This is an optimization exercise on Yosys and OpenROAD, whose aim is small area, not a production implementation.
In this exercise RTL edits were held to simulation tests only and were not proved equivalent to the original.
Power is estimated from default activity; no workload was simulated.

==> flow/design.v <==
`default_nettype none
module axi2uart_top (
   s_axi_arready, s_axi_rdata, s_axi_rresp, s_axi_rvalid,
   s_axi_awready, s_axi_wready, s_axi_bresp, s_axi_bvalid,
   uart_irq, uart_tx,
   clk, rst_n, s_axi_araddr,
   s_axi_arvalid, s_axi_rready, s_axi_awaddr,
   s_axi_awvalid, s_axi_wdata, s_axi_wstrb, s_axi_wvalid,
   s_axi_bready, uart_rx
   );
  input  wire        clk;
  input  wire        rst_n;
  input  wire        uart_rx;
  output wire        uart_tx;
  output wire        uart_irq;
  input  wire [4:0]  s_axi_araddr;
  input  wire        s_axi_arvalid;
  output wire        s_axi_arready;
  output wire [31:0] s_axi_rdata;
  output wire [1:0]  s_axi_rresp;
  output wire        s_axi_rvalid;
  input  wire        s_axi_rready;
  input  wire [4:0]  s_axi_awaddr;
  input  wire        s_axi_awvalid;
  output wire        s_axi_awready;
  input  wire [31:0] s_axi_wdata;
  input  wire [3:0]  s_axi_wstrb;
  input  wire        s_axi_wvalid;
  output wire        s_axi_wready;
  output wire [1:0]  s_axi_bresp;
  output wire        s_axi_bvalid;
  input  wire        s_axi_bready;
  localparam [31:0] DIV_INIT = 32'd434;
  reg init;
  always @(posedge clk, negedge rst_n)
    if (!rst_n) init <= 1'b0;
    else        init <= 1'b1;
  localparam [1:0] WI = 2'd0, WA = 2'd1, WAP = 2'd2, WAD = 2'd3;
  reg  [1:0] wst;
  reg        dlab, stop2, pen, pmode;
  reg        irq_en;
  reg        txrst;        
  reg        avail;        
  reg [31:0] wd_q;         
  reg [31:0] div;          
  wire       wren  = s_axi_awvalid & s_axi_wvalid;
  wire [2:0] waddr = s_axi_awaddr[4:2];
  wire       wack  = (wst != WI);
  wire       widle = (wst == WI) & init;
  wire       tfull;
  always @(posedge clk, negedge rst_n) begin
    if (!rst_n) begin
      wst    <= WI;
      dlab   <= 1'b0;
      stop2  <= 1'b0;
      pen    <= 1'b0;
      pmode  <= 1'b0;
      irq_en <= 1'b1;
      txrst  <= 1'b1;
      avail  <= 1'b1;
    end else begin
      avail <= txrst;
      if (wack) begin
        wst   <= WI;
        txrst <= 1'b0;
      end else if (widle & wren) begin
        case (waddr)
          3'd0: wst <= dlab ? WA : (tfull ? WI : WAP);
          3'd1: begin
            wst <= WA;
            if (!dlab) irq_en <= s_axi_wdata[0];
          end
          3'd2: wst <= dlab ? WAD : WA;
          3'd3: begin
            wst   <= WA;
            dlab  <= s_axi_wdata[7];
            pmode <= s_axi_wdata[4];
            pen   <= s_axi_wdata[3];
            stop2 <= s_axi_wdata[2];
          end
          default: wst <= WA;
        endcase
      end
    end
  end
  always @(posedge clk) begin
    wd_q <= s_axi_wdata;
  end
  always @(posedge clk, negedge rst_n)
    if (!rst_n) div <= DIV_INIT;
    else if (wst == WAD) div <= wd_q;
  assign s_axi_awready = wren & wack;
  assign s_axi_wready  = wren & wack;
  assign s_axi_bvalid  = wren & wack;
  assign s_axi_bresp   = 2'b00;
  reg  [7:0] tmem [0:15];
  reg  [3:0] th, tt;
  reg        tne;
  wire       tpush = (wst == WAP) & ~txrst;
  wire       tpop;
  assign tfull = tne & (th == tt);
  always @(posedge clk)
    if (wst == WAP) tmem[tt] <= wd_q[7:0];
  always @(posedge clk, negedge rst_n) begin
    if (!rst_n) begin
      th  <= 4'd0;
      tt  <= 4'd0;
      tne <= 1'b0;
    end else begin
      if (tpush) tt <= tt + 4'd1;
      if (tpop)  th <= th + 4'd1;
      if (tpush) tne <= 1'b1;
      else if (tpop && (th + 4'd1 == tt)) tne <= 1'b0;
    end
  end
  localparam [2:0] XE = 3'd0, XI = 3'd1, XL = 3'd2, XD = 3'd4, XP = 3'd5, XS = 3'd6;
  reg  [2:0]  xst;
  reg  [31:0] tc;
  reg  [2:0]  tbc;
  reg  [7:0]  td;
  reg         txo;
  reg         pend, pcnt;
  wire        tidle = ~xst[2];
  wire [32:0] tge;
  assign tge[0] = 1'b1;
  genvar gi;
  generate
    for (gi = 0; gi < 32; gi = gi + 1) begin : g_tge
      assign tge[gi+1] = (tc[gi] & ~div[gi]) | ((tc[gi] | ~div[gi]) & tge[gi]);
    end
  endgenerate
  wire        tfire = tge[32];
  wire        tbit  = td[tbc];
  reg  [7:0]  tout;
  integer ti;
  always @(*) begin
    tout = 8'd0;
    for (ti = 0; ti < 16; ti = ti + 1)
      tout = tout | ({8{th == ti}} & tmem[ti]);
  end
  assign tpop = (xst == XL);
  always @(posedge clk) begin
    tc   <= (tidle | tfire) ? 32'd0 : tc + 32'd1;
    if (tidle)
      tbc <= 3'd0;
    else if (tfire & ((xst == XD) | (xst == XS)))
      tbc <= tbc + 3'd1;
    if (xst == XL) td <= tout;
    pend <= (xst == XD) & tfire & tbit;
    pcnt <= tidle ? 1'b0 : (pcnt ^ pend);
  end
  always @(posedge clk, negedge rst_n) begin
    if (!rst_n) begin
      xst <= XE;
      txo <= 1'b1;
    end else begin
      case (xst)
        XE: xst <= XI;
        XI: if (tne) xst <= XL;
        XL: begin
          xst <= XD;
          txo <= 1'b0;
        end
        XD: if (tfire) begin
          txo <= tbit;
          if (tbc == 3'd7) xst <= pen ? XP : XS;
        end
        XP: if (tfire) begin
          txo <= pmode ? pcnt : ~pcnt;
          xst <= XS;
        end
        XS: if (tfire) begin
          txo <= 1'b1;
          if (stop2 ? (tbc[1:0] == 2'd2) : (tbc[1:0] == 2'd1)) xst <= XE;
        end
        default: xst <= XE;
      endcase
    end
  end
  assign uart_tx = txo;
  localparam [2:0] QI = 3'd0, QV = 3'd1, QS = 3'd2, QD = 3'd3, QP = 3'd4, Q1 = 3'd5, Q2 = 3'd6;
  reg  [2:0]  sync;
  reg  [2:0]  qst;
  reg  [31:0] rc;
  reg  [2:0]  rbc;
  reg  [7:0]  rsh;
  wire        rxb   = sync[2];
  wire        ridle = (qst == QI) | (qst == QV);
  wire [32:0] rc1   = {1'b0, rc} + 33'd1;
  wire        divz  = (div == 32'd0);
  wire [32:0] rgb = {divz, div};
  wire [33:0] rge;
  assign rge[0] = 1'b1;
  generate
    for (gi = 0; gi < 33; gi = gi + 1) begin : g_rge
      assign rge[gi+1] = (rc1[gi] & ~rgb[gi]) | ((rc1[gi] | ~rgb[gi]) & rge[gi]);
    end
  endgenerate
  wire        rfire = rge[33];
  always @(posedge clk, negedge rst_n)
    if (!rst_n) sync <= 3'b111;
    else        sync <= {sync[1:0], uart_rx};
  always @(posedge clk) begin
    rc <= ridle ? {1'b0, div[31:1]} : (rfire ? 32'd0 : rc1[31:0]);
    if (ridle)
      rbc <= 3'd0;
    else if ((qst == QD) & rfire)
      rbc <= rbc + 3'd1;
    if ((qst == QD) & rfire) rsh <= {rxb, rsh[7:1]};
  end
  always @(posedge clk, negedge rst_n) begin
    if (!rst_n)
      qst <= QI;
    else begin
      case (qst)
        QI, QV: qst <= rxb ? QI : QS;
        QS: if (rfire) qst <= QD;
        QD: if (rfire && rbc == 3'd7) qst <= pen ? QP : Q1;
        QP: if (rfire) qst <= Q1;
        Q1: if (rfire) qst <= stop2 ? Q2 : QV;
        Q2: if (rfire) qst <= QV;
        default: qst <= QI;
      endcase
    end
  end
  reg  [7:0] rmem [0:15];
  reg  [3:0] rh, rt;
  reg        rne;
  wire       rfull = rne & (rh == rt);
  wire       rpush = (qst == QV);
  wire       rpull;
  reg  [7:0] rout;
  integer ri;
  always @(*) begin
    rout = 8'd0;
    for (ri = 0; ri < 16; ri = ri + 1)
      rout = rout | ({8{rne && rh == ri}} & rmem[ri]);
  end
  always @(posedge clk)
    if (rpush & (rpull | ~rfull)) rmem[rt] <= rsh;
  always @(posedge clk, negedge rst_n) begin
    if (!rst_n) begin
      rh  <= 4'd0;
      rt  <= 4'd0;
      rne <= 1'b0;
    end else begin
      if (rpush) rt <= rt + 4'd1;
      if ((rpull & rne) | (rpush & rfull)) rh <= rh + 4'd1;
      if (rpush) rne <= 1'b1;
      else if (rpull & rne & (rh + 4'd1 == rt)) rne <= 1'b0;
    end
  end
  assign uart_irq = rne & irq_en;
  localparam [2:0] R0 = 3'd0, R1 = 3'd1, RI = 3'd2, RAD = 3'd3, RHP = 3'd4, RHN = 3'd5, RAP = 3'd6, RAN = 3'd7;
  reg  [2:0] rdst;
  reg  [7:0] rd;
  wire [2:0] raddr = s_axi_araddr[4:2];
  wire       rhold = rdst[2];
  assign rpull = rdst[2] & ~rdst[0];
  always @(posedge clk, negedge rst_n) begin
    if (!rst_n) begin
      rdst <= R0;
      rd   <= 8'd0;
    end else begin
      case (rdst)
        R0: begin
          rd   <= 8'd0;
          rdst <= R1;
        end
        R1: rdst <= RI;
        RI: begin
          if (s_axi_arvalid) begin
            case (raddr)
              3'd0: begin
                if (!dlab) begin
                  rd   <= rout;
                  rdst <= RHP;
                end else
                  rdst <= RHN;
              end
              3'd5: begin
                rd   <= {1'b0, avail, avail, 4'd0, rne & irq_en};
                rdst <= RHN;
              end
              default: rdst <= RAD;
            endcase
          end else
            rdst <= R0;
        end
        RHP: if (s_axi_rready) rdst <= RAP;
        RHN: if (s_axi_rready) rdst <= RAN;
        default: rdst <= RI;
      endcase
    end
  end
  assign s_axi_rdata   = {24'd0, rd};
  assign s_axi_rresp   = 2'b00;
  assign s_axi_rvalid  = rhold;
  assign s_axi_arready = s_axi_arvalid & rhold;
endmodule
`default_nettype wire
Settings: LEC_CHECK=0, CAP_MARGIN=20, CORE_MARGIN=2, CORE_UTILIZATION=60, CTS_BUF_LIST=sky130_fd_sc_hd__clkbuf_8, CTS_CLUSTER_DIAMETER=60, CTS_CLUSTER_SIZE=20, SLEW_MARGIN=20; clock period 10.0 ns.
standard.sh (not shown) runs the stock make flow with config.mk's settings and CLKGATE_MAP_FILE= SYNTH_SCRIPT=/design/flow/synth_recipe.tcl, a recipe that flattens the netlist after the stock synthesis.
==> flow/flow/run.sh <==
#!/bin/bash
# Standard ORFS layout with three changes to how it is made:
#  - ABC maps the logic with an area-oriented script (flow/abc_area.script);
#    the registers come from the same Yosys steps as the standard synthesis;
#  - CTS inserts no dummy loads;
#  - port buffers start as buf_1 (the resizer may upsize them).
set -euo pipefail
here=$PWD
rm -rf "$here/scripts"
cp -r "$FLOW_HOME/scripts" "$here/scripts"
cp "$here/flow/abc_area.script" "$here/scripts/abc_speed.script"
bash standard.sh SCRIPTS_DIR="$here/scripts" synth > "$here/log_synth.log" 2>&1
bash standard.sh SCRIPTS_DIR="$here/scripts" \
  CTS_ARGS="-sink_clustering_enable -repair_clock_nets -sink_clustering_size 20 -sink_clustering_max_diameter 60 -buf_list sky130_fd_sc_hd__clkbuf_8 -dont_use_dummy_load" \
  BUFFER_PORTS_ARGS="-buffer_cell sky130_fd_sc_hd__buf_1" \
  finish > "$here/log_layout.log" 2>&1
==> flow/flow/abc_area.script <==
&get -n
&st
&syn2
&dch -f
&nf -a
&put
topo
Edit:
--- a/flow/design.v
+++ b/flow/design.v
@@ -111,27 +111,19 @@
       if (tpop)  th <= th + 4'd1;
       if (tpush) tne <= 1'b1;
       else if (tpop && (th + 4'd1 == tt)) tne <= 1'b0;
     end
   end
-  localparam [2:0] XE = 3'd0, XI = 3'd1, XL = 3'd2, XD = 3'd4, XP = 3'd5, XS = 3'd6;
+  localparam [2:0] XE = 3'd0, XI = 3'd1, XL = 3'd2, XD = 3'd3, XP = 3'd4, XS = 3'd5;
   reg  [2:0]  xst;
   reg  [31:0] tc;
   reg  [2:0]  tbc;
   reg  [7:0]  td;
   reg         txo;
   reg         pend, pcnt;
-  wire        tidle = ~xst[2];
-  wire [32:0] tge;
-  assign tge[0] = 1'b1;
-  genvar gi;
-  generate
-    for (gi = 0; gi < 32; gi = gi + 1) begin : g_tge
-      assign tge[gi+1] = (tc[gi] & ~div[gi]) | ((tc[gi] | ~div[gi]) & tge[gi]);
-    end
-  endgenerate
-  wire        tfire = tge[32];
+  wire        tidle = (xst == XE) | (xst == XI) | (xst == XL);
+  wire        tfire = (tc >= div);
   wire        tbit  = td[tbc];
   reg  [7:0]  tout;
   integer ti;
   always @(*) begin
     tout = 8'd0;
@@ -186,19 +178,11 @@
   reg  [7:0]  rsh;
   wire        rxb   = sync[2];
   wire        ridle = (qst == QI) | (qst == QV);
   wire [32:0] rc1   = {1'b0, rc} + 33'd1;
   wire        divz  = (div == 32'd0);
-  wire [32:0] rgb = {divz, div};
-  wire [33:0] rge;
-  assign rge[0] = 1'b1;
-  generate
-    for (gi = 0; gi < 33; gi = gi + 1) begin : g_rge
-      assign rge[gi+1] = (rc1[gi] & ~rgb[gi]) | ((rc1[gi] | ~rgb[gi]) & rge[gi]);
-    end
-  endgenerate
-  wire        rfire = rge[33];
+  wire        rfire = (rc1 >= {divz, div});    
   always @(posedge clk, negedge rst_n)
     if (!rst_n) sync <= 3'b111;
     else        sync <= {sync[1:0], uart_rx};
   always @(posedge clk) begin
     rc <= ridle ? {1'b0, div[31:1]} : (rfire ? 32'd0 : rc1[31:0]);
@@ -249,16 +233,16 @@
       if (rpush) rne <= 1'b1;
       else if (rpull & rne & (rh + 4'd1 == rt)) rne <= 1'b0;
     end
   end
   assign uart_irq = rne & irq_en;
-  localparam [2:0] R0 = 3'd0, R1 = 3'd1, RI = 3'd2, RAD = 3'd3, RHP = 3'd4, RHN = 3'd5, RAP = 3'd6, RAN = 3'd7;
+  localparam [2:0] R0 = 3'd0, R1 = 3'd1, RI = 3'd2, RHP = 3'd3, RHN = 3'd4, RAP = 3'd5, RAN = 3'd6, RAD = 3'd7;
   reg  [2:0] rdst;
   reg  [7:0] rd;
   wire [2:0] raddr = s_axi_araddr[4:2];
-  wire       rhold = rdst[2];
-  assign rpull = rdst[2] & ~rdst[0];
+  wire       rhold = (rdst == RHP) | (rdst == RHN) | (rdst == RAP) | (rdst == RAN);
+  assign rpull = (rdst == RHP) | (rdst == RAP);
   always @(posedge clk, negedge rst_n) begin
     if (!rst_n) begin
       rdst <= R0;
       rd   <= 8'd0;
     end else begin
What happened: The new run passed the timing, DRC and antenna checks. Worst setup slack is better by 1.1 ns. Via count rose by a few percent. Fmax rose by a quarter to a third. Total power rose by roughly a tenth. Area after synthesis rose by a few percent. Routed wire length rose by a few percent. Critical path depth fell by 19. Final area rose by a few percent. Hold slack is worse by 0.036 ns. Die area rose by a few percent. Non-clock buffer count fell by 4.

-- re-timing with driven ports --
Ports are ideal in the flow. The routed layouts listed here were re-timed in OpenROAD.
Step 1 (the two cells are an assumption about what drives the block):
set clk [get_ports {clk}]
set_driving_cell -lib_cell sky130_fd_sc_hd__clkbuf_16 $clk
set_driving_cell -lib_cell sky130_fd_sc_hd__buf_2 [delete_from_list [all_inputs] $clk]
Step 2 moves the port delays by t, midway between the first and last clock arrival at a register: inputs arrive t later, outputs are due t later. That takes back most of the time a late clock gives input paths.
Three values: ideal ports, drivers, drivers and shift; two values: the first two.
run	t (ns)	setup slack, ns	worst setup path after step 2	worst data-port slew with drivers (ns)
the first run	0.585	4.446 / 4.446 / 4.446	register to register	0.04
the second run	0.587	5.542 / 5.517 / 5.517	input to output	0.07
After both steps setup and hold are still met in every run listed. For the second run, which loses most, drivers alone change the setup slack by -0.025 ns; drivers and shift together by -0.025 ns.
